From an optimization exercise on the open Yosys and OpenROAD flow, aimed at small area and a short achievable clock period; shortcuts taken in it are not production practice. No functional check of the RTL was part of any run shown here.

==> flow/design.v (outline; a module is shown in full before it is edited, if it fits) <==
// module image_enhance: 4015 lines
module image_enhance (
    input  logic        clk,
    input  logic        reset,
    input  logic        stall,
    input  logic [80:0] img,
    input  logic [71:0] fil,
    input  logic [8:0]  add_img,
    output logic [29:0] out
);
  // ...
==> flow/flow/run.sh <==
#!/bin/bash
# Layout flow: the standard synthesis, then a netlist pass that removes
# inverters around the full-adder cells (flow/invopt.py), then the standard
# ORFS flow from floorplan to finish with the settings in flow/settings.txt.
set -euo pipefail
R=orfs/results/sky130hd/image_enhance/base
bash standard.sh synth > synth.log 2>&1
python3 flow/invopt.py $R/1_2_yosys.v $R/1_2_yosys_invopt.v > invopt.log 2>&1
cp $R/1_2_yosys.v $R/1_2_yosys_orig.v
cp $R/1_2_yosys_invopt.v $R/1_2_yosys.v
rm -f $R/1_synth.odb $R/1_synth.sdc
mapfile -t EXTRA < flow/settings.txt
bash standard.sh "${EXTRA[@]}" finish > finish.log 2>&1
==> flow/flow/invopt.py <==
#!/usr/bin/env python3
"""Remove inverters around full-adder cells in a mapped sky130hd netlist.

A full adder is self-dual: FA(~a,~b,~c) = (~sum, ~cout).  Each fa cell may
therefore be "flipped" (fed the complements of its inputs, giving the
complements of its outputs) without changing the function.  This picks a
flip for every fa cell, greedily, to minimise the inverters needed, then
rebuilds the inverters: at most one per driven signal.

Usage: invopt.py IN.v OUT.v
"""
import re, sys
from collections import defaultdict

src = open(sys.argv[1]).read()
OUTP = {"X", "Y", "Q", "Q_N", "SUM", "COUT", "HI", "LO", "GCLK"}
inst_re = re.compile(r'^(\s*)(sky130_fd_sc_hd__\w+)\s+(\S+)\s*\((.*?)\);\n', re.S | re.M)
pin_re = re.compile(r'\.(\w+)\(\s*((?:\\\S+\s)|[^()\s]+(?:\[\d+\])?)\s*\)')

cells = []
pieces = []
last = 0
for m in inst_re.finditer(src):
    pieces.append(src[last:m.start()])
    pins = [(p, n.strip()) for p, n in pin_re.findall(m.group(4))]
    cells.append({"type": m.group(2), "name": m.group(3), "pins": pins, "ind": m.group(1)})
    pieces.append(len(cells) - 1)
    last = m.end()
pieces.append(src[last:])

# special nets: ports and anything in assign statements stay as they are
header_text = "".join(p for p in pieces if isinstance(p, str))
special = set()
for m in re.finditer(r'^\s*(input|output|inout)\s+(\[[^\]]*\]\s*)?(\S+?)\s*;', header_text, re.M):
    special.add(m.group(3))
for m in re.finditer(r'^\s*assign\s+(.*?);', header_text, re.M | re.S):
    for t in re.findall(r'\\\S+|[A-Za-z_][\w$]*', m.group(1)):
        special.add(t)

def base(n):
    n = n.strip()
    if n.startswith("\\"):
        return n
    return re.sub(r'\[\d+\]$', '', n)

def is_special(n):
    return n in special or base(n) in special

driver = {}
loads = defaultdict(list)
for i, c in enumerate(cells):
    for p, n in c["pins"]:
        if p in OUTP:
            driver[n] = (i, p)
        else:
            loads[n].append((i, p))

def is_inv(c):
    return re.match(r'sky130_fd_sc_hd__(clk)?inv_\d+$', c["type"]) is not None

def is_fa(c):
    return re.match(r'sky130_fd_sc_hd__fa_\d+$', c["type"]) is not None

# root of each net through inverter chains
def root_of(n):
    par = 0
    seen = 0
    while n in driver and is_inv(cells[driver[n][0]]) and seen < 100:
        ci = driver[n][0]
        n = dict(cells[ci]["pins"])["A"]
        par ^= 1
        seen += 1
    return n, par

# build trees: root -> list of (cell, pin, parity), frozen flag
trees = {}
inv_cells = set()
for i, c in enumerate(cells):
    if is_inv(c):
        inv_cells.add(i)
netroot = {}
allnets = set(driver) | set(loads)
for n in allnets:
    netroot[n] = root_of(n)
for n, (r, par) in netroot.items():
    t = trees.setdefault(r, {"loads": [], "frozen": False, "nets": []})
    t["nets"].append((n, par))
    if is_special(n) and (n != r):
        t["frozen"] = True
    for (ci, p) in loads[n]:
        if ci in inv_cells:
            continue
        t["loads"].append((ci, p, par))
# a special root net itself is fine (it keeps its value if its driver is fixed)
for r, t in trees.items():
    if is_special(r):
        t["special_root"] = True

flip = defaultdict(int)
fixed = set()
for r, t in trees.items():
    if t["frozen"] or t.get("special_root"):
        if r in driver:
            fixed.add(driver[r][0])
        if t["frozen"]:
            for (ci, p, par) in t["loads"]:
                fixed.add(ci)
# output-inverting swaps for simple gates: type -> (other type, old pin, new pin, area delta)
AREA = {"and2_1": 6.256, "nand2_1": 3.7536, "or2_1": 6.256, "nor2_1": 3.7536,
        "xor2_1": 8.7584, "xnor2_1": 8.7584, "and3_1": 6.256, "nand3_1": 5.0048,
        "or3_1": 6.256, "nor3_1": 5.0048, "a21oi_1": 5.0048, "a21o_1": 7.5072,
        "o21ai_0": 5.0048, "o21a_1": 7.5072, "and4_1": 8.7584, "nand4_1": 6.256,
        "a22oi_1": 7.5072, "a22o_1": 8.7584, "o22ai_1": 6.256, "o22a_1": 8.7584,
        "a31oi_1": 6.256, "a31o_1": 8.7584}
PAIRS = [("and2_1", "nand2_1"), ("or2_1", "nor2_1"), ("xor2_1", "xnor2_1"),
         ("and3_1", "nand3_1"), ("or3_1", "nor3_1"), ("a21o_1", "a21oi_1"),
         ("o21a_1", "o21ai_0"), ("and4_1", "nand4_1"), ("a22o_1", "a22oi_1"),
         ("o22a_1", "o22ai_1"), ("a31o_1", "a31oi_1")]
SWAP = {}
for a, b in PAIRS:
    SWAP["sky130_fd_sc_hd__" + a] = "sky130_fd_sc_hd__" + b
    SWAP["sky130_fd_sc_hd__" + b] = "sky130_fd_sc_hd__" + a
def outpin(t):
    n = t[len("sky130_fd_sc_hd__"):]
    return "X" if n.split("_")[0] in ("and2", "or2", "and3", "or3", "a21o", "o21a", "and4", "a22o", "o22a", "a31o") else "Y"
def swap_delta(c):
    a = AREA[c["type"][len("sky130_fd_sc_hd__"):]]
    b = AREA[SWAP[c["type"]][len("sky130_fd_sc_hd__"):]]
    return b - a
flippable = [i for i, c in enumerate(cells) if (is_fa(c) or c["type"] in SWAP) and i not in fixed]
flipset = set(flippable)
isfa = {i: is_fa(cells[i]) for i in flippable}
INV = 3.7536

def drv_cell(r):
    return driver[r][0] if r in driver else None

def tree_cost(r):
    t = trees[r]
    if t["frozen"]:
        return 0
    dc = drv_cell(r)
    pd = flip[dc] if dc is not None else 0
    need = False
    for (ci, p, par) in t["loads"]:
        if par ^ pd ^ (flip[ci] if (ci in flipset and isfa[ci]) else 0):
            need = True
            break
    return INV if need else 0

def own(ci):
    return 0 if isfa[ci] or not flip[ci] else swap_delta(cells[ci])

cell_roots = defaultdict(set)
for r, t in trees.items():
    dc = drv_cell(r)
    if dc is not None:
        cell_roots[dc].add(r)
    for (ci, p, par) in t["loads"]:
        cell_roots[ci].add(r)

import random, math
random.seed(1)
def total():
    return sum(tree_cost(r) for r in trees) + sum(own(c) for c in flippable)
def delta_flip(ci):
    rs = cell_roots[ci]
    c0 = sum(tree_cost(r) for r in rs) + own(ci)
    flip[ci] ^= 1
    c1 = sum(tree_cost(r) for r in rs) + own(ci)
    flip[ci] ^= 1
    return c1 - c0
before = total()
best = before
bestflip = dict(flip)
T = 4.0
steps = 200 * len(flippable)
for s_ in range(steps):
    ci = random.choice(flippable)
    dl = delta_flip(ci)
    if dl < 0 or (T > 0.01 and random.random() < math.exp(-dl / T)):
        flip[ci] ^= 1
    T = 4.0 * (1 - s_ / steps)
changed = True
passes = 0
while changed and passes < 50:
    changed = False
    passes += 1
    for ci in flippable:
        if delta_flip(ci) < 0:
            flip[ci] ^= 1
            changed = True
after = total()
print(f"inverters: {len(inv_cells)} cells; cost {before:.1f} -> {after:.1f}; "
      f"flipped {sum(flip[c] for c in flippable)} of {len(flippable)} cells, {passes} passes",
      file=sys.stderr)

# rebuild
remove = set()
for r, t in trees.items():
    if t["frozen"]:
        continue
    for (n, par) in t["nets"]:
        if n in driver and driver[n][0] in inv_cells:
            remove.add(driver[n][0])
new_cells = []
new_wires = []
k = 0
for r, t in trees.items():
    if t["frozen"]:
        continue
    dc = drv_cell(r)
    pd = flip[dc] if dc is not None else 0
    invnet = None
    for (ci, p, par) in t["loads"]:
        needinv = par ^ pd ^ (flip[ci] if (ci in flipset and isfa[ci]) else 0)
        target = r
        if needinv:
            if invnet is None:
                k += 1
                invnet = f"_invopt_n{k}_"
                new_wires.append(invnet)
                new_cells.append({"type": "sky130_fd_sc_hd__inv_1", "name": f"_invopt_{k}_",
                                  "pins": [("A", r), ("Y", invnet)], "ind": "  "})
            target = invnet
        c = cells[ci]
        c["pins"] = [(pp, target if pp == p else nn) for (pp, nn) in c["pins"]]

for ci in flippable:
    if flip[ci] and not isfa[ci]:
        c = cells[ci]
        op, nt = outpin(c["type"]), SWAP[c["type"]]
        np_ = outpin(nt)
        c["type"] = nt
        c["pins"] = [((np_ if pp == op else pp), nn) for (pp, nn) in c["pins"]]

def fmt_net(n):
    return n + " " if n.startswith("\\") else n

def fmt(c):
    pins = ",\n".join(f"    .{p}({fmt_net(n)})" for p, n in c["pins"])
    return f"{c['ind']}{c['type']} {c['name']} (\n{pins}\n  );\n"

used = set()
for i, c in enumerate(cells):
    if i in remove:
        continue
    for p, n in c["pins"]:
        used.add(n)
for c in new_cells:
    for p, n in c["pins"]:
        used.add(n)

out = []
for p in pieces:
    if isinstance(p, str):
        # drop declarations of wires that are no longer used
        def keep(m):
            n = m.group(1)
            if n in used or is_special(n) or n.startswith("["):
                return m.group(0)
            return ""
        p = re.sub(r'^\s*wire\s+(\\\S+|[\w$]+)\s*;\n', keep, p, flags=re.M)
        out.append(p)
    elif p not in remove:
        out.append(fmt(cells[p]))
text = "".join(out)
decl = "".join(f"  wire {w};\n" for w in new_wires)
newc = "".join(fmt(c) for c in new_cells)
i = text.rfind("endmodule")
text = text[:i] + newc + text[i:]
m = re.search(r'^\s*wire\s', text, re.M)
text = text[:m.start()] + "\n" + decl + text[m.start():]
open(sys.argv[2], "w").write(text)
print(f"removed {len(remove)} inverters, added {len(new_cells)}", file=sys.stderr)
==> flow/flow/settings.txt <==
SETUP_SLACK_MARGIN=15.0
BUFFER_PORTS_ARGS=-buffer_cell sky130_fd_sc_hd__buf_1
==> flow/standard.sh <==
#!/bin/bash
# synth_recipe.tcl (not shown) runs the flow's synth.tcl, then flattens the netlist and writes it again
# the make line also repeats each setting of config.mk as NAME=value (left out here)
make -C /OpenROAD-flow-scripts/flow DESIGN_CONFIG=/design/flow/config.mk WORK_HOME=/design/flow/orfs CLKGATE_MAP_FILE= SYNTH_SCRIPT=/design/flow/synth_recipe.tcl "${@:-finish}"
==> flow/config.mk <==
export PLATFORM = sky130hd
export DESIGN_NAME = image_enhance
export DESIGN_NICKNAME = image_enhance
export VERILOG_FILES = /design/flow/design.v
export SDC_FILE = /design/flow/constraint.sdc
export NUM_CORES = 4
export LEC_CHECK = 0
export CAP_MARGIN = 20
export CORE_MARGIN = 2
export CORE_UTILIZATION = 50
export CTS_BUF_LIST = sky130_fd_sc_hd__clkbuf_8 sky130_fd_sc_hd__clkbuf_4
export SLEW_MARGIN = 20
==> flow/constraint.sdc <==
create_clock -name core_clock -period 20.0 [get_ports {clk}]
set_input_delay 4.0000 -clock core_clock [delete_from_list [all_inputs] [get_ports {clk}]]
set_output_delay 4.0000 -clock core_clock [all_outputs]
set_load 0.01 [all_outputs]
==> metrics.cfg, run 1 <==
[critical_path]
crit_path_end = out[23]
reg2regPathDepth = 9
crit_path_end_kind = primary output
crit_required_ps = 16000
cp_num_buf_inv = 1

[cells_and_area]
n_fill_cell = 4425
final_common_cell = fa_1
fin_nets = 3162
nClkBuffers = 57
largestRegisters = g_r x81, cs_r x74, f_r x72
layout_common_cells = fa_1 (613), nand2_1 (532), edfxtp_1 (254), buf_1 (163), and2_1 (151)
largest_reg_flops = 81

[floorplanning]
ios = 195
dieArea_um2 = 54700
num_tap_cells = 688
die_x_um = 234

[worst_hold_path]
hold_end = o_r[13]

[cts]
cts_htree_levels = 2
post_cts_buffers = 19
clock_path_buffers = 3
root_buffer = clkbuf_8

[timing]
period_share_pct = 26.0
setup_violations = 0
hold_violations = 0
rsz0062_at_grt = true
fmax_mhz = 192

[placed_design]
dp_hpwl_mm = 66.8
placed_area_um2 = 27800

[routing]
dr.pass1.iters = 6
vias_per_cell = 5.65
drt_iter0_markers = 1497

[logic_synthesis]
netlist_instances = 2060
yosysWarningCount = 1

[global_route]
grt_pass1_wl_mm = 117
overflow = 0

[run_status]
status = timing/DRC/antenna clean

==> inputs of run 2 (changes only) <==
--- a/flow/design.v
+++ b/flow/design.v
@@ -1983,18 +1983,16 @@
     logic s1965;
     logic c1966;
     logic s1967;
     logic c1968;
     logic s1969;
     logic c1970;
     logic s1971;
     logic c1972;
-    logic s1973;
-    logic c1974;
     assign pp1 = f_r[0] & g_r[0];
     assign pp2 = f_r[0] & g_r[1];
     assign pp3 = f_r[0] & g_r[2];
     assign pp4 = f_r[0] & g_r[3];
     assign pp5 = f_r[0] & g_r[4];
     assign pp6 = f_r[0] & g_r[5];
     assign pp7 = f_r[0] & g_r[6];
     assign pp8 = f_r[0] & g_r[7];
@@ -3777,233 +3775,225 @@
     assign s1785 = s1685 ^ s1687 ^ s1689;
     assign c1786 = (s1685 & s1687) | (s1689 & (s1685 ^ s1687));
     assign s1787 = c1570 ^ c1572 ^ c1574;
     assign c1788 = (c1570 & c1572) | (c1574 & (c1570 ^ c1572));
     assign s1789 = c1576 ^ c1684 ^ c1686;
     assign c1790 = (c1576 & c1684) | (c1686 & (c1576 ^ c1684));
     assign s1791 = c1688 ^ c1690 ^ s1691;
     assign c1792 = (c1688 & c1690) | (s1691 & (c1688 ^ c1690));
-    assign s1793 = pp361 ^ pp433 ^ pp505;
-    assign c1794 = (pp361 & pp433) | (pp505 & (pp361 ^ pp433));
-    assign s1795 = s1579 ^ c1694 ^ c1696;
-    assign c1796 = (s1579 & c1694) | (c1696 & (s1579 ^ c1694));
-    assign s1797 = s1697 ^ s1699;
-    assign c1798 = s1697 & s1699;
-    assign s1799 = c1698 ^ c1700 ^ c1702;
-    assign c1800 = (c1698 & c1700) | (c1702 & (c1698 ^ c1700));
-    assign s1801 = s1703 ^ s1705 ^ s1707;
-    assign c1802 = (s1703 & s1705) | (s1707 & (s1703 ^ s1705));
-    assign s1803 = c1704 ^ c1706 ^ c1708;
-    assign c1804 = (c1704 & c1706) | (c1708 & (c1704 ^ c1706));
-    assign s1805 = s1709 ^ s1711 ^ s1713;
-    assign c1806 = (s1709 & s1711) | (s1713 & (s1709 ^ s1711));
-    assign s1807 = c1710 ^ c1712 ^ c1714;
-    assign c1808 = (c1710 & c1712) | (c1714 & (c1710 ^ c1712));
-    assign s1809 = s1715 ^ s1717 ^ s1719;
-    assign c1810 = (s1715 & s1717) | (s1719 & (s1715 ^ s1717));
-    assign s1811 = c1716 ^ c1718 ^ c1720;
-    assign c1812 = (c1716 & c1718) | (c1720 & (c1716 ^ c1718));
-    assign s1813 = s1721 ^ s1723 ^ s1725;
-    assign c1814 = (s1721 & s1723) | (s1725 & (s1721 ^ s1723));
-    assign s1815 = c1722 ^ c1724 ^ c1726;
-    assign c1816 = (c1722 & c1724) | (c1726 & (c1722 ^ c1724));
-    assign s1817 = s1727 ^ s1729 ^ s1731;
-    assign c1818 = (s1727 & s1729) | (s1731 & (s1727 ^ s1729));
-    assign s1819 = c1728 ^ c1730 ^ c1732;
-    assign c1820 = (c1728 & c1730) | (c1732 & (c1728 ^ c1730));
-    assign s1821 = s1733 ^ s1735 ^ s1737;
-    assign c1822 = (s1733 & s1735) | (s1737 & (s1733 ^ s1735));
-    assign s1823 = c1734 ^ c1736 ^ c1738;
-    assign c1824 = (c1734 & c1736) | (c1738 & (c1734 ^ c1736));
-    assign s1825 = s1739 ^ s1741 ^ s1743;
-    assign c1826 = (s1739 & s1741) | (s1743 & (s1739 ^ s1741));
-    assign s1827 = c1740 ^ c1742 ^ c1744;
-    assign c1828 = (c1740 & c1742) | (c1744 & (c1740 ^ c1742));
-    assign s1829 = s1745 ^ s1747 ^ s1749;
-    assign c1830 = (s1745 & s1747) | (s1749 & (s1745 ^ s1747));
-    assign s1831 = c1746 ^ c1748 ^ c1750;
-    assign c1832 = (c1746 & c1748) | (c1750 & (c1746 ^ c1748));
-    assign s1833 = s1751 ^ s1753 ^ s1755;
-    assign c1834 = (s1751 & s1753) | (s1755 & (s1751 ^ s1753));
-    assign s1835 = c1752 ^ c1754 ^ c1756;
-    assign c1836 = (c1752 & c1754) | (c1756 & (c1752 ^ c1754));
-    assign s1837 = s1757 ^ s1759 ^ s1761;
-    assign c1838 = (s1757 & s1759) | (s1761 & (s1757 ^ s1759));
-    assign s1839 = c1758 ^ c1760 ^ c1762;
-    assign c1840 = (c1758 & c1760) | (c1762 & (c1758 ^ c1760));
-    assign s1841 = s1763 ^ s1765 ^ s1767;
-    assign c1842 = (s1763 & s1765) | (s1767 & (s1763 ^ s1765));
-    assign s1843 = c1764 ^ c1766 ^ c1768;
-    assign c1844 = (c1764 & c1766) | (c1768 & (c1764 ^ c1766));
-    assign s1845 = s1769 ^ s1771 ^ s1773;
-    assign c1846 = (s1769 & s1771) | (s1773 & (s1769 ^ s1771));
-    assign s1847 = c1770 ^ c1772 ^ c1774;
-    assign c1848 = (c1770 & c1772) | (c1774 & (c1770 ^ c1772));
-    assign s1849 = s1775 ^ s1777 ^ s1779;
-    assign c1850 = (s1775 & s1777) | (s1779 & (s1775 ^ s1777));
-    assign s1851 = c1776 ^ c1778 ^ c1780;
-    assign c1852 = (c1776 & c1778) | (c1780 & (c1776 ^ c1778));
-    assign s1853 = s1781 ^ s1783 ^ s1785;
-    assign c1854 = (s1781 & s1783) | (s1785 & (s1781 ^ s1783));
-    assign s1855 = c1782 ^ c1784 ^ c1786;
-    assign c1856 = (c1782 & c1784) | (c1786 & (c1782 ^ c1784));
-    assign s1857 = s1787 ^ s1789 ^ s1791;
-    assign c1858 = (s1787 & s1789) | (s1791 & (s1787 ^ s1789));
-    assign s1859 = 1'b1 ^ c1692 ^ c1788;
-    assign c1860 = (1'b1 & c1692) | (c1788 & (1'b1 ^ c1692));
-    assign s1861 = c1790 ^ c1792;
-    assign c1862 = c1790 & c1792;
-    logic [74:0] cs_r;
+    logic [107:0] cs_r;
     logic [8:0] a_r;
     logic       s2;       
     logic       d2;       
     always_ff @(posedge clk) begin
         if (!stall) begin
-            cs_r <= {1'b1, c1862, c1860, s1861, s1859, c1858, c1856, s1857, s1855, c1854, c1852, s1853, s1851, c1850, c1848, s1849, s1847, c1846, c1844, s1845, s1843, c1842, c1840, s1841, s1839, c1838, c1836, s1837, s1835, c1834, c1832, s1833, s1831, c1830, c1828, s1829, s1827, c1826, c1824, s1825, s1823, c1822, c1820, s1821, s1819, c1818, c1816, s1817, s1815, c1814, c1812, s1813, s1811, c1810, c1808, s1809, s1807, c1806, c1804, s1805, s1803, c1802, c1800, s1801, s1799, c1798, c1796, s1701, s1797, s1795, c1794, s1695, s1693, pp577, s1793};
+            cs_r <= {1'b1, c1692, 1'b1, c1792, c1790, c1788, s1791, s1789, s1787, c1786, c1784, c1782, s1785, s1783, s1781, c1780, c1778, c1776, s1779, s1777, s1775, c1774, c1772, c1770, s1773, s1771, s1769, c1768, c1766, c1764, s1767, s1765, s1763, c1762, c1760, c1758, s1761, s1759, s1757, c1756, c1754, c1752, s1755, s1753, s1751, c1750, c1748, c1746, s1749, s1747, s1745, c1744, c1742, c1740, s1743, s1741, s1739, c1738, c1736, c1734, s1737, s1735, s1733, c1732, c1730, c1728, s1731, s1729, s1727, c1726, c1724, c1722, s1725, s1723, s1721, c1720, c1718, c1716, s1719, s1717, s1715, c1714, c1712, c1710, s1713, s1711, s1709, c1708, c1706, c1704, s1707, s1705, s1703, c1702, c1700, c1698, s1579, s1701, s1699, s1697, c1696, c1694, pp577, pp505, pp433, pp361, s1695, s1693};
             a_r <= add_img;
         end
     end
-    assign s1863 = cs_r[0] ^ cs_r[1];
-    assign c1864 = cs_r[0] & cs_r[1];
-    assign s1865 = cs_r[4] ^ cs_r[5] ^ cs_r[6];
-    assign c1866 = (cs_r[4] & cs_r[5]) | (cs_r[6] & (cs_r[4] ^ cs_r[5]));
-    assign s1867 = cs_r[8] ^ cs_r[9] ^ cs_r[10];
-    assign c1868 = (cs_r[8] & cs_r[9]) | (cs_r[10] & (cs_r[8] ^ cs_r[9]));
-    assign s1869 = cs_r[12] ^ cs_r[13] ^ cs_r[14];
-    assign c1870 = (cs_r[12] & cs_r[13]) | (cs_r[14] & (cs_r[12] ^ cs_r[13]));
-    assign s1871 = cs_r[16] ^ cs_r[17] ^ cs_r[18];
-    assign c1872 = (cs_r[16] & cs_r[17]) | (cs_r[18] & (cs_r[16] ^ cs_r[17]));
-    assign s1873 = cs_r[20] ^ cs_r[21] ^ cs_r[22];
-    assign c1874 = (cs_r[20] & cs_r[21]) | (cs_r[22] & (cs_r[20] ^ cs_r[21]));
-    assign s1875 = cs_r[24] ^ cs_r[25] ^ cs_r[26];
-    assign c1876 = (cs_r[24] & cs_r[25]) | (cs_r[26] & (cs_r[24] ^ cs_r[25]));
-    assign s1877 = cs_r[28] ^ cs_r[29] ^ cs_r[30];
-    assign c1878 = (cs_r[28] & cs_r[29]) | (cs_r[30] & (cs_r[28] ^ cs_r[29]));
-    assign s1879 = cs_r[32] ^ cs_r[33] ^ cs_r[34];
-    assign c1880 = (cs_r[32] & cs_r[33]) | (cs_r[34] & (cs_r[32] ^ cs_r[33]));
-    assign s1881 = cs_r[36] ^ cs_r[37];
-    assign c1882 = cs_r[36] & cs_r[37];
-    assign s1883 = cs_r[40] ^ cs_r[41];
-    assign c1884 = cs_r[40] & cs_r[41];
-    assign s1885 = cs_r[44] ^ cs_r[45];
-    assign c1886 = cs_r[44] & cs_r[45];
-    assign s1887 = cs_r[48] ^ cs_r[49];
-    assign c1888 = cs_r[48] & cs_r[49];
-    assign s1889 = cs_r[52] ^ cs_r[53];
-    assign c1890 = cs_r[52] & cs_r[53];
-    assign s1891 = cs_r[56] ^ cs_r[57];
-    assign c1892 = cs_r[56] & cs_r[57];
-    assign s1893 = cs_r[60] ^ cs_r[61];
-    assign c1894 = cs_r[60] & cs_r[61];
-    assign s1895 = cs_r[64] ^ cs_r[65];
-    assign c1896 = cs_r[64] & cs_r[65];
-    assign s1897 = cs_r[68] ^ cs_r[69];
-    assign c1898 = cs_r[68] & cs_r[69];
-    assign s1899 = cs_r[2] ^ cs_r[3];
-    assign c1900 = cs_r[2] & cs_r[3];
-    assign s1901 = cs_r[7] ^ a_r[1] ^ c1864;
-    assign c1902 = (cs_r[7] & a_r[1]) | (c1864 & (cs_r[7] ^ a_r[1]));
-    assign s1903 = cs_r[11] ^ a_r[2] ^ c1866;
-    assign c1904 = (cs_r[11] & a_r[2]) | (c1866 & (cs_r[11] ^ a_r[2]));
-    assign s1905 = cs_r[15] ^ a_r[3] ^ c1868;
-    assign c1906 = (cs_r[15] & a_r[3]) | (c1868 & (cs_r[15] ^ a_r[3]));
-    assign s1907 = cs_r[19] ^ a_r[4] ^ c1870;
-    assign c1908 = (cs_r[19] & a_r[4]) | (c1870 & (cs_r[19] ^ a_r[4]));
-    assign s1909 = cs_r[23] ^ a_r[5] ^ c1872;
-    assign c1910 = (cs_r[23] & a_r[5]) | (c1872 & (cs_r[23] ^ a_r[5]));
-    assign s1911 = cs_r[27] ^ a_r[6] ^ c1874;
-    assign c1912 = (cs_r[27] & a_r[6]) | (c1874 & (cs_r[27] ^ a_r[6]));
-    assign s1913 = cs_r[31] ^ a_r[7] ^ c1876;
-    assign c1914 = (cs_r[31] & a_r[7]) | (c1876 & (cs_r[31] ^ a_r[7]));
-    assign s1915 = cs_r[35] ^ a_r[8] ^ c1878;
-    assign c1916 = (cs_r[35] & a_r[8]) | (c1878 & (cs_r[35] ^ a_r[8]));
-    assign s1917 = cs_r[38] ^ cs_r[39] ^ c1880;
-    assign c1918 = (cs_r[38] & cs_r[39]) | (c1880 & (cs_r[38] ^ cs_r[39]));
-    assign s1919 = cs_r[42] ^ cs_r[43] ^ c1882;
-    assign c1920 = (cs_r[42] & cs_r[43]) | (c1882 & (cs_r[42] ^ cs_r[43]));
-    assign s1921 = cs_r[46] ^ cs_r[47] ^ c1884;
-    assign c1922 = (cs_r[46] & cs_r[47]) | (c1884 & (cs_r[46] ^ cs_r[47]));
-    assign s1923 = cs_r[50] ^ cs_r[51] ^ c1886;
-    assign c1924 = (cs_r[50] & cs_r[51]) | (c1886 & (cs_r[50] ^ cs_r[51]));
-    assign s1925 = cs_r[54] ^ cs_r[55] ^ c1888;
-    assign c1926 = (cs_r[54] & cs_r[55]) | (c1888 & (cs_r[54] ^ cs_r[55]));
-    assign s1927 = cs_r[58] ^ cs_r[59] ^ c1890;
-    assign c1928 = (cs_r[58] & cs_r[59]) | (c1890 & (cs_r[58] ^ cs_r[59]));
-    assign s1929 = cs_r[62] ^ cs_r[63] ^ c1892;
-    assign c1930 = (cs_r[62] & cs_r[63]) | (c1892 & (cs_r[62] ^ cs_r[63]));
-    assign s1931 = cs_r[66] ^ cs_r[67] ^ c1894;
-    assign c1932 = (cs_r[66] & cs_r[67]) | (c1894 & (cs_r[66] ^ cs_r[67]));
-    assign s1933 = cs_r[70] ^ cs_r[71] ^ c1896;
-    assign c1934 = (cs_r[70] & cs_r[71]) | (c1896 & (cs_r[70] ^ cs_r[71]));
-    assign s1935 = cs_r[72] ^ cs_r[73] ^ cs_r[74];
-    assign c1936 = (cs_r[72] & cs_r[73]) | (cs_r[74] & (cs_r[72] ^ cs_r[73]));
-    assign s1937 = a_r[0] ^ s1863;
-    assign c1938 = a_r[0] & s1863;
-    assign s1939 = s1865 ^ c1900 ^ s1901;
-    assign c1940 = (s1865 & c1900) | (s1901 & (s1865 ^ c1900));
-    assign s1941 = s1867 ^ c1902 ^ s1903;
-    assign c1942 = (s1867 & c1902) | (s1903 & (s1867 ^ c1902));
-    assign s1943 = s1869 ^ c1904 ^ s1905;
-    assign c1944 = (s1869 & c1904) | (s1905 & (s1869 ^ c1904));
-    assign s1945 = s1871 ^ c1906 ^ s1907;
-    assign c1946 = (s1871 & c1906) | (s1907 & (s1871 ^ c1906));
-    assign s1947 = s1873 ^ c1908 ^ s1909;
-    assign c1948 = (s1873 & c1908) | (s1909 & (s1873 ^ c1908));
-    assign s1949 = s1875 ^ c1910 ^ s1911;
-    assign c1950 = (s1875 & c1910) | (s1911 & (s1875 ^ c1910));
-    assign s1951 = s1877 ^ c1912 ^ s1913;
-    assign c1952 = (s1877 & c1912) | (s1913 & (s1877 ^ c1912));
-    assign s1953 = s1879 ^ c1914 ^ s1915;
-    assign c1954 = (s1879 & c1914) | (s1915 & (s1879 ^ c1914));
-    assign s1955 = s1881 ^ c1916 ^ s1917;
-    assign c1956 = (s1881 & c1916) | (s1917 & (s1881 ^ c1916));
-    assign s1957 = s1883 ^ c1918 ^ s1919;
-    assign c1958 = (s1883 & c1918) | (s1919 & (s1883 ^ c1918));
-    assign s1959 = s1885 ^ c1920 ^ s1921;
-    assign c1960 = (s1885 & c1920) | (s1921 & (s1885 ^ c1920));
-    assign s1961 = s1887 ^ c1922 ^ s1923;
-    assign c1962 = (s1887 & c1922) | (s1923 & (s1887 ^ c1922));
-    assign s1963 = s1889 ^ c1924 ^ s1925;
-    assign c1964 = (s1889 & c1924) | (s1925 & (s1889 ^ c1924));
-    assign s1965 = s1891 ^ c1926 ^ s1927;
-    assign c1966 = (s1891 & c1926) | (s1927 & (s1891 ^ c1926));
-    assign s1967 = s1893 ^ c1928 ^ s1929;
-    assign c1968 = (s1893 & c1928) | (s1929 & (s1893 ^ c1928));
+    assign s1793 = cs_r[0] ^ cs_r[1];
+    assign c1794 = cs_r[0] & cs_r[1];
+    assign s1795 = cs_r[6] ^ cs_r[7] ^ cs_r[8];
+    assign c1796 = (cs_r[6] & cs_r[7]) | (cs_r[8] & (cs_r[6] ^ cs_r[7]));
+    assign s1797 = cs_r[12] ^ cs_r[13] ^ cs_r[14];
+    assign c1798 = (cs_r[12] & cs_r[13]) | (cs_r[14] & (cs_r[12] ^ cs_r[13]));
+    assign s1799 = cs_r[18] ^ cs_r[19] ^ cs_r[20];
+    assign c1800 = (cs_r[18] & cs_r[19]) | (cs_r[20] & (cs_r[18] ^ cs_r[19]));
+    assign s1801 = cs_r[24] ^ cs_r[25] ^ cs_r[26];
+    assign c1802 = (cs_r[24] & cs_r[25]) | (cs_r[26] & (cs_r[24] ^ cs_r[25]));
+    assign s1803 = cs_r[30] ^ cs_r[31] ^ cs_r[32];
+    assign c1804 = (cs_r[30] & cs_r[31]) | (cs_r[32] & (cs_r[30] ^ cs_r[31]));
+    assign s1805 = cs_r[36] ^ cs_r[37] ^ cs_r[38];
+    assign c1806 = (cs_r[36] & cs_r[37]) | (cs_r[38] & (cs_r[36] ^ cs_r[37]));
+    assign s1807 = cs_r[42] ^ cs_r[43] ^ cs_r[44];
+    assign c1808 = (cs_r[42] & cs_r[43]) | (cs_r[44] & (cs_r[42] ^ cs_r[43]));
+    assign s1809 = cs_r[48] ^ cs_r[49] ^ cs_r[50];
+    assign c1810 = (cs_r[48] & cs_r[49]) | (cs_r[50] & (cs_r[48] ^ cs_r[49]));
+    assign s1811 = cs_r[54] ^ cs_r[55];
+    assign c1812 = cs_r[54] & cs_r[55];
+    assign s1813 = cs_r[60] ^ cs_r[61];
+    assign c1814 = cs_r[60] & cs_r[61];
+    assign s1815 = cs_r[66] ^ cs_r[67];
+    assign c1816 = cs_r[66] & cs_r[67];
+    assign s1817 = cs_r[72] ^ cs_r[73];
+    assign c1818 = cs_r[72] & cs_r[73];
+    assign s1819 = cs_r[78] ^ cs_r[79];
+    assign c1820 = cs_r[78] & cs_r[79];
+    assign s1821 = cs_r[84] ^ cs_r[85];
+    assign c1822 = cs_r[84] & cs_r[85];
+    assign s1823 = cs_r[90] ^ cs_r[91];
+    assign c1824 = cs_r[90] & cs_r[91];
+    assign s1825 = cs_r[96] ^ cs_r[97];
+    assign c1826 = cs_r[96] & cs_r[97];
+    assign s1827 = cs_r[2] ^ cs_r[3] ^ cs_r[4];
+    assign c1828 = (cs_r[2] & cs_r[3]) | (cs_r[4] & (cs_r[2] ^ cs_r[3]));
+    assign s1829 = cs_r[9] ^ cs_r[10] ^ cs_r[11];
+    assign c1830 = (cs_r[9] & cs_r[10]) | (cs_r[11] & (cs_r[9] ^ cs_r[10]));
+    assign s1831 = a_r[1] ^ c1794;
+    assign c1832 = a_r[1] & c1794;
+    assign s1833 = cs_r[15] ^ cs_r[16] ^ cs_r[17];
+    assign c1834 = (cs_r[15] & cs_r[16]) | (cs_r[17] & (cs_r[15] ^ cs_r[16]));
+    assign s1835 = a_r[2] ^ c1796 ^ s1797;
+    assign c1836 = (a_r[2] & c1796) | (s1797 & (a_r[2] ^ c1796));
+    assign s1837 = cs_r[21] ^ cs_r[22] ^ cs_r[23];
+    assign c1838 = (cs_r[21] & cs_r[22]) | (cs_r[23] & (cs_r[21] ^ cs_r[22]));
+    assign s1839 = a_r[3] ^ c1798 ^ s1799;
+    assign c1840 = (a_r[3] & c1798) | (s1799 & (a_r[3] ^ c1798));
+    assign s1841 = cs_r[27] ^ cs_r[28] ^ cs_r[29];
+    assign c1842 = (cs_r[27] & cs_r[28]) | (cs_r[29] & (cs_r[27] ^ cs_r[28]));
+    assign s1843 = a_r[4] ^ c1800 ^ s1801;
+    assign c1844 = (a_r[4] & c1800) | (s1801 & (a_r[4] ^ c1800));
+    assign s1845 = cs_r[33] ^ cs_r[34] ^ cs_r[35];
+    assign c1846 = (cs_r[33] & cs_r[34]) | (cs_r[35] & (cs_r[33] ^ cs_r[34]));
+    assign s1847 = a_r[5] ^ c1802 ^ s1803;
+    assign c1848 = (a_r[5] & c1802) | (s1803 & (a_r[5] ^ c1802));
+    assign s1849 = cs_r[39] ^ cs_r[40] ^ cs_r[41];
+    assign c1850 = (cs_r[39] & cs_r[40]) | (cs_r[41] & (cs_r[39] ^ cs_r[40]));
+    assign s1851 = a_r[6] ^ c1804 ^ s1805;
+    assign c1852 = (a_r[6] & c1804) | (s1805 & (a_r[6] ^ c1804));
+    assign s1853 = cs_r[45] ^ cs_r[46] ^ cs_r[47];
+    assign c1854 = (cs_r[45] & cs_r[46]) | (cs_r[47] & (cs_r[45] ^ cs_r[46]));
+    assign s1855 = a_r[7] ^ c1806 ^ s1807;
+    assign c1856 = (a_r[7] & c1806) | (s1807 & (a_r[7] ^ c1806));
+    assign s1857 = cs_r[51] ^ cs_r[52] ^ cs_r[53];
+    assign c1858 = (cs_r[51] & cs_r[52]) | (cs_r[53] & (cs_r[51] ^ cs_r[52]));
+    assign s1859 = a_r[8] ^ c1808 ^ s1809;
+    assign c1860 = (a_r[8] & c1808) | (s1809 & (a_r[8] ^ c1808));
+    assign s1861 = cs_r[56] ^ cs_r[57] ^ cs_r[58];
+    assign c1862 = (cs_r[56] & cs_r[57]) | (cs_r[58] & (cs_r[56] ^ cs_r[57]));
+    assign s1863 = cs_r[59] ^ c1810 ^ s1811;
+    assign c1864 = (cs_r[59] & c1810) | (s1811 & (cs_r[59] ^ c1810));
+    assign s1865 = cs_r[62] ^ cs_r[63] ^ cs_r[64];
+    assign c1866 = (cs_r[62] & cs_r[63]) | (cs_r[64] & (cs_r[62] ^ cs_r[63]));
+    assign s1867 = cs_r[65] ^ c1812 ^ s1813;
+    assign c1868 = (cs_r[65] & c1812) | (s1813 & (cs_r[65] ^ c1812));
+    assign s1869 = cs_r[68] ^ cs_r[69] ^ cs_r[70];
+    assign c1870 = (cs_r[68] & cs_r[69]) | (cs_r[70] & (cs_r[68] ^ cs_r[69]));
+    assign s1871 = cs_r[71] ^ c1814 ^ s1815;
+    assign c1872 = (cs_r[71] & c1814) | (s1815 & (cs_r[71] ^ c1814));
+    assign s1873 = cs_r[74] ^ cs_r[75] ^ cs_r[76];
+    assign c1874 = (cs_r[74] & cs_r[75]) | (cs_r[76] & (cs_r[74] ^ cs_r[75]));
+    assign s1875 = cs_r[77] ^ c1816 ^ s1817;
+    assign c1876 = (cs_r[77] & c1816) | (s1817 & (cs_r[77] ^ c1816));
+    assign s1877 = cs_r[80] ^ cs_r[81] ^ cs_r[82];
+    assign c1878 = (cs_r[80] & cs_r[81]) | (cs_r[82] & (cs_r[80] ^ cs_r[81]));
+    assign s1879 = cs_r[83] ^ c1818 ^ s1819;
+    assign c1880 = (cs_r[83] & c1818) | (s1819 & (cs_r[83] ^ c1818));
+    assign s1881 = cs_r[86] ^ cs_r[87] ^ cs_r[88];
+    assign c1882 = (cs_r[86] & cs_r[87]) | (cs_r[88] & (cs_r[86] ^ cs_r[87]));
+    assign s1883 = cs_r[89] ^ c1820 ^ s1821;
+    assign c1884 = (cs_r[89] & c1820) | (s1821 & (cs_r[89] ^ c1820));
+    assign s1885 = cs_r[92] ^ cs_r[93] ^ cs_r[94];
+    assign c1886 = (cs_r[92] & cs_r[93]) | (cs_r[94] & (cs_r[92] ^ cs_r[93]));
+    assign s1887 = cs_r[95] ^ c1822 ^ s1823;
+    assign c1888 = (cs_r[95] & c1822) | (s1823 & (cs_r[95] ^ c1822));
+    assign s1889 = cs_r[98] ^ cs_r[99] ^ cs_r[100];
+    assign c1890 = (cs_r[98] & cs_r[99]) | (cs_r[100] & (cs_r[98] ^ cs_r[99]));
+    assign s1891 = cs_r[101] ^ c1824 ^ s1825;
+    assign c1892 = (cs_r[101] & c1824) | (s1825 & (cs_r[101] ^ c1824));
+    assign s1893 = cs_r[102] ^ cs_r[103] ^ cs_r[104];
+    assign c1894 = (cs_r[102] & cs_r[103]) | (cs_r[104] & (cs_r[102] ^ cs_r[103]));
+    assign s1895 = cs_r[105] ^ cs_r[106] ^ c1826;
+    assign c1896 = (cs_r[105] & cs_r[106]) | (c1826 & (cs_r[105] ^ cs_r[106]));
+    assign s1897 = cs_r[5] ^ a_r[0];
+    assign c1898 = cs_r[5] & a_r[0];
+    assign s1899 = s1795 ^ c1828 ^ s1829;
+    assign c1900 = (s1795 & c1828) | (s1829 & (s1795 ^ c1828));
+    assign s1901 = c1830 ^ c1832 ^ s1833;
+    assign c1902 = (c1830 & c1832) | (s1833 & (c1830 ^ c1832));
+    assign s1903 = c1834 ^ c1836 ^ s1837;
+    assign c1904 = (c1834 & c1836) | (s1837 & (c1834 ^ c1836));
+    assign s1905 = c1838 ^ c1840 ^ s1841;
+    assign c1906 = (c1838 & c1840) | (s1841 & (c1838 ^ c1840));
+    assign s1907 = c1842 ^ c1844 ^ s1845;
+    assign c1908 = (c1842 & c1844) | (s1845 & (c1842 ^ c1844));
+    assign s1909 = c1846 ^ c1848 ^ s1849;
+    assign c1910 = (c1846 & c1848) | (s1849 & (c1846 ^ c1848));
+    assign s1911 = c1850 ^ c1852 ^ s1853;
+    assign c1912 = (c1850 & c1852) | (s1853 & (c1850 ^ c1852));
+    assign s1913 = c1854 ^ c1856 ^ s1857;
+    assign c1914 = (c1854 & c1856) | (s1857 & (c1854 ^ c1856));
+    assign s1915 = c1858 ^ c1860 ^ s1861;
+    assign c1916 = (c1858 & c1860) | (s1861 & (c1858 ^ c1860));
+    assign s1917 = c1862 ^ c1864 ^ s1865;
+    assign c1918 = (c1862 & c1864) | (s1865 & (c1862 ^ c1864));
+    assign s1919 = c1866 ^ c1868 ^ s1869;
+    assign c1920 = (c1866 & c1868) | (s1869 & (c1866 ^ c1868));
+    assign s1921 = c1870 ^ c1872 ^ s1873;
+    assign c1922 = (c1870 & c1872) | (s1873 & (c1870 ^ c1872));
+    assign s1923 = c1874 ^ c1876 ^ s1877;
+    assign c1924 = (c1874 & c1876) | (s1877 & (c1874 ^ c1876));
+    assign s1925 = c1878 ^ c1880 ^ s1881;
+    assign c1926 = (c1878 & c1880) | (s1881 & (c1878 ^ c1880));
+    assign s1927 = c1882 ^ c1884 ^ s1885;
+    assign c1928 = (c1882 & c1884) | (s1885 & (c1882 ^ c1884));
+    assign s1929 = c1886 ^ c1888 ^ s1889;
+    assign c1930 = (c1886 & c1888) | (s1889 & (c1886 ^ c1888));
+    assign s1931 = c1890 ^ c1892 ^ s1893;
+    assign c1932 = (c1890 & c1892) | (s1893 & (c1890 ^ c1892));
+    assign s1933 = cs_r[107] ^ c1894;
+    assign c1934 = cs_r[107] & c1894;
+    assign s1935 = s1793 ^ s1827;
+    assign c1936 = s1793 & s1827;
+    assign s1937 = s1831 ^ c1898 ^ s1899;
+    assign c1938 = (s1831 & c1898) | (s1899 & (s1831 ^ c1898));
+    assign s1939 = s1835 ^ c1900 ^ s1901;
+    assign c1940 = (s1835 & c1900) | (s1901 & (s1835 ^ c1900));
+    assign s1941 = s1839 ^ c1902 ^ s1903;
+    assign c1942 = (s1839 & c1902) | (s1903 & (s1839 ^ c1902));
+    assign s1943 = s1843 ^ c1904 ^ s1905;
+    assign c1944 = (s1843 & c1904) | (s1905 & (s1843 ^ c1904));
+    assign s1945 = s1847 ^ c1906 ^ s1907;
+    assign c1946 = (s1847 & c1906) | (s1907 & (s1847 ^ c1906));
+    assign s1947 = s1851 ^ c1908 ^ s1909;
+    assign c1948 = (s1851 & c1908) | (s1909 & (s1851 ^ c1908));
+    assign s1949 = s1855 ^ c1910 ^ s1911;
+    assign c1950 = (s1855 & c1910) | (s1911 & (s1855 ^ c1910));
+    assign s1951 = s1859 ^ c1912 ^ s1913;
+    assign c1952 = (s1859 & c1912) | (s1913 & (s1859 ^ c1912));
+    assign s1953 = s1863 ^ c1914 ^ s1915;
+    assign c1954 = (s1863 & c1914) | (s1915 & (s1863 ^ c1914));
+    assign s1955 = s1867 ^ c1916 ^ s1917;
+    assign c1956 = (s1867 & c1916) | (s1917 & (s1867 ^ c1916));
+    assign s1957 = s1871 ^ c1918 ^ s1919;
+    assign c1958 = (s1871 & c1918) | (s1919 & (s1871 ^ c1918));
+    assign s1959 = s1875 ^ c1920 ^ s1921;
+    assign c1960 = (s1875 & c1920) | (s1921 & (s1875 ^ c1920));
+    assign s1961 = s1879 ^ c1922 ^ s1923;
+    assign c1962 = (s1879 & c1922) | (s1923 & (s1879 ^ c1922));
+    assign s1963 = s1883 ^ c1924 ^ s1925;
+    assign c1964 = (s1883 & c1924) | (s1925 & (s1883 ^ c1924));
+    assign s1965 = s1887 ^ c1926 ^ s1927;
+    assign c1966 = (s1887 & c1926) | (s1927 & (s1887 ^ c1926));
+    assign s1967 = s1891 ^ c1928 ^ s1929;
+    assign c1968 = (s1891 & c1928) | (s1929 & (s1891 ^ c1928));
     assign s1969 = s1895 ^ c1930 ^ s1931;
     assign c1970 = (s1895 & c1930) | (s1931 & (s1895 ^ c1930));
-    assign s1971 = s1897 ^ c1932 ^ s1933;
-    assign c1972 = (s1897 & c1932) | (s1933 & (s1897 ^ c1932));
-    assign s1973 = c1898 ^ c1934 ^ s1935;
-    assign c1974 = (c1898 & c1934) | (s1935 & (c1898 ^ c1934));
+    assign s1971 = c1896 ^ c1932 ^ s1933;
+    assign c1972 = (c1896 & c1932) | (s1933 & (c1896 ^ c1932));
     logic [19:0] x1, x0, x;
-    assign x1 = {c1974, c1972, c1970, c1968, c1966, c1964, c1962, c1960, c1958, c1956, c1954, c1952, c1950, c1948, c1946, c1944, c1942, c1940, c1938, s1937} + {c1936, s1973, s1971, s1969, s1967, s1965, s1963, s1961, s1959, s1957, s1955, s1953, s1951, s1949, s1947, s1945, s1943, s1941, s1939, s1899};
+    assign x1 = {c1972, c1970, c1968, c1966, c1964, c1962, c1960, c1958, c1956, c1954, c1952, c1950, c1948, c1946, c1944, c1942, c1940, c1938, c1936, s1935} + {c1934, s1971, s1969, s1967, s1965, s1963, s1961, s1959, s1957, s1955, s1953, s1951, s1949, s1947, s1945, s1943, s1941, s1939, s1937, s1897};
     assign x0 = 20'd510 + 20'(d2 ? a_r : 9'd0);
     assign x = (s2 & d2) ? x1 : x0;
     logic [16:0] xh_r;
     logic        xn_r;
     logic        d3;      
     always_ff @(posedge clk) begin
         if (!stall) begin
             xh_r <= x[19:3];
             xn_r <= x[19] & (|x[2:0]);
         end
     end
     logic signed [16:0] o_r;
-    logic               o_s;
     always_ff @(posedge clk) begin
-        if (reset) begin
-            o_r <= 17'd0;
-            o_s <= 1'b0;
-        end else if (!stall) begin
-            o_r <= d3 ? xh_r + {16'd0, xn_r} : 17'd0;
-            o_s <= d3 & xh_r[16] & ~(xn_r & (&xh_r[15:0]));
-        end
+        if (reset) o_r <= 17'd0;
+        else if (!stall) o_r <= d3 ? xh_r + {16'd0, xn_r} : 17'd0;
     end
-    assign out = {{7{o_s}}, {7{o_r[16]}}, o_r[15:0]};
+    assign out = {{13{o_r[16]}}, o_r};
     always_ff @(posedge clk) begin
         if (reset) begin
             v1 <= 1'b0;
             s2 <= 1'b0;
             d2 <= 1'b0;
             d3 <= 1'b0;
         end else if (!stall) begin
             v1 <= 1'b1;
==> flow/run.sh (new file) <==
#!/bin/bash
# synth_recipe.tcl (not shown) runs the flow's synth.tcl, then flattens the netlist and writes it again
# the make line also repeats each setting of config.mk as NAME=value (left out here)
make -C /OpenROAD-flow-scripts/flow DESIGN_CONFIG=/design/flow/config.mk WORK_HOME=/design/flow/orfs CLKGATE_MAP_FILE= SYNTH_SCRIPT=/design/flow/synth_recipe.tcl finish
==> flow/config.mk (replaced) <==
export PLATFORM = sky130hd
export DESIGN_NAME = image_enhance
export DESIGN_NICKNAME = image_enhance
export VERILOG_FILES = /design/flow/design.v
export SDC_FILE = /design/flow/constraint.sdc
export NUM_CORES = 4
export LEC_CHECK = 0
export CAP_MARGIN = 20
export CORE_MARGIN = 2
export CORE_UTILIZATION = 30
export SLEW_MARGIN = 20
removed: flow/flow/run.sh
removed: flow/flow/invopt.py
removed: flow/flow/settings.txt
removed: flow/standard.sh
==> run 2 against run 1 <==
Net effect:
- fmax shrank 21%
- die area rose by 85%
- utilization is 22 points lower
- first-iteration DRC count fell by 13%
==> metrics.cfg, run 2 <==
[placed_design]
dp_hpwl_mm = 78.6  ; +18%
routabilityCongestion = 0.965
placed_area_um2 = 33000  ; +19%
port_buffers = 194
pre_cts_ws_ps = 12790

[worst_hold_path]
hp-class = flop to flop

[floorplanning]
ios = 195  ; unchanged
dieArea_um2 = 101000  ; +85%
die_x_um = 318  ; +36%
die_y_um = 318
row_count = 115
fp.coreArea_um2 = 98000
start_util_pct = 30.2

[critical_path]
crit_path_start = stall
worst-setup-path-type = input pin to flop
r2r_slack_ps = 15230
setup.worst_path.start_class = input pin
crit_path_end_kind = flop
crit_required_ps = 20190  ; +4190 ps
cp_max_fo = 73
r2r_start = f_r[3]
crit_path_end = f_r[25]
cp.arrival_ps = 6760
reg2reg_to = cs_r[71]
reg2regPathDepth = 10  ; +1

[cells_and_area]
regMostFlops = cs_r
ff_latch_area_um2 = 8970
syn_to_final_growth_pct = 15.5
fin_nets = 3557  ; +12%
n_fill_cell = 9768  ; +120%
largestRegisters = cs_r x106, g_r x81, f_r x72
layout_common_cells = fa_1 (621), inv_1 (616), and2_1 (473), edfxtp_1 (286), nand2_1 (212)
post-route-cell-area_um2 = 34200
drive_gt1_share_pct = 2.05
final_common_cell = fa_1
largest_reg_flops = 106  ; +31%
multi_input_area_um2 = 18100
antennaDiodeCount = 0

[logic_synthesis]
synth_edf_count = 286
ys_types = 43
synth_top_area_share_pct = 42.0
synth_simple_gate_area_share_pct = 13.9
synth_top_cells_by_count = fa_1 (621), inv_1 (617), and2_1 (473), edfxtp_1 (286), nand2_1 (212)
synth_fp_nets = 3352
yosysWarningCount = 1  ; unchanged
synthAdderAreaFrac_pct = 44.6
ys_ff_latch = 305
synth_xor_xnor_area_share_pct = 1.07
syn_area_um2 = 29600
synth_compound_area_share_pct = 1.65
ys_async_sr_fraction_pct = 0
netlist_top_cells_area = fa_1 (42%), edfxtp_1 (29%), and2_1 (10%), inv_1 (7.8%), nand2_1 (2.7%)
synthMostInstantiatedCell = fa_1
yosysSeqAreaShare_pct = 30.3
synth_area_leader_cell = fa_1
synth_top_family_by_area = adder cells
synth_area_per_cell_um2 = 11.8
synth_ff_type = edfxtp_1
synth_mux_area_share_pct = 0.0338
netlist_instances = 2505  ; +22%

[timing]
skew_ps = 17.7
fin_crit_ps = 6570
tns_ps = 0
hold_violations = 0  ; unchanged
period_share_pct = 32.9  ; +6.8 points
setup_slack_ps = 13430
holdWs_ps = 465
rsz0062_at_grt = false
slew_headroom_pct = 37.7
slew_violations = 0
worstMarginPinSlew_ps = 935
setup_violations = 0  ; unchanged
fmax_mhz = 152  ; -21%

[routing]
wl_mm = 93.8
wl_met3_mm = 7.27
vias_per_cell = 4.48  ; -21%
drc = 0
vias = 18000
wire_per_inst_um = 23.3
dr.pass1.iters = 5  ; -1
ant_nets = 0
top_layer_used = met4
wl_met1_mm = 37.3
wl_met2_mm = 44.6
drt_iter0_markers = 1300  ; -13%

[cts]
tritoncts = built
cts_resized = 0
cts_buffers = 36
clock_sinks = 305
cts.clk_slew.worst_paths_ps = 60
root_buffer = clkbuf_16
cts_htree_levels = 2  ; unchanged
post_cts_buffers = 0  ; -19
hold_buffers = 0
clock_path_buffers = 3  ; unchanged
clk_latency_ps = 570

[global_route]
grt_pass1_wl_mm = 138  ; +18%
overflow = 0  ; unchanged
grt.total_usage_pct = 19.2
antenna_found_initial = 4
grt_start_max_net_pins = 74
first_global_vias = 20100

[job]
cap_violations = 0

[run_status]
status = timing/DRC/antenna clean

## run 2: worst max-delay path, stage by stage
cell,delay [ps]
clkdlybuf4s50_1,410
buf_4,220
inv_8,360
buf_4,800
buf_4,820
## run 2: routing by layer
layer | GRT usage [%] | vias up
li1 | - | 7828
met1 | 24.1 | 9387
met2 | 31.6 | 636
met3 | 4.27 | 138
met4 | 8.55 | 0
met5 | 0 | -
## run 2: logic make-up after synthesis
logic type,Yosys count
xor+xnor,36
mux,1
flops,305
compound gates,73
fa+ha+maj,682
buf+inv,648
simple gates,760
## run 2: worst min-delay path by stage
stage | startpoint | end | slack [ps] | depth (start not counted)
after detailed placement | o_r[15] | o_r[15] | 460 | 2
final | o_r[15] | o_r[15] | 470 | 2
after CTS | o_r[15] | o_r[15] | 470 | 2
after floorplan | o_r[15] | o_r[15] | 470 | 2
after global routing | o_r[15] | o_r[15] | 490 | 2
after global placement | o_r[15] | o_r[15] | 450 | 2
## run 2: cell type report
| type | instances | share of cell area (%) |
|---|---|---|
| inverter | 617 | 6.80 |
| clock inverter | 16 | 0.703 |
| clock buffer | 43 | 2.71 |
| multi-input combinational | 1552 | 53.0 |
| sequential | 305 | 26.2 |
| tap | 1287 | 4.71 |
| timing repair buffer | 198 | 5.77 |
## run 2: stage by stage
stage	util, %	std cells
finish	34.9	4018
detailed placement	33.7	3959
floorplan	-	2505
global route	34.9	4018
CTS	34.9	4018
global placement	33.7	3959

==> port drivers added, routing unchanged <==
No port has a modelled driver above. Below, the same layouts with a new extraction and two added sets of constraints. Step 1 assumes that a clkbuf_16 drives the clock port and a buf_2 every other input. Step 2 times the ports against the registers' clock, not the clock port: input delays grow and output delays shrink by t, the midpoint of the rising clock arrivals with the driver on. Slacks: no drivers / after step 1 / after step 2; pairs: no drivers / after step 1.
run | shift t [ns] | setup slack, ns | cell pins on the clock port's net
run 1 | 0.702 | 14.798 / 14.738 / 14.366 | 1
run 2 | 0.626 | 13.429 / 13.460 / 12.834 | 1
After both steps setup and hold are still met in every run listed. The setup slack of run 2, which loses most, moves by +0.031 ns with the drivers and by -0.595 ns with both steps.
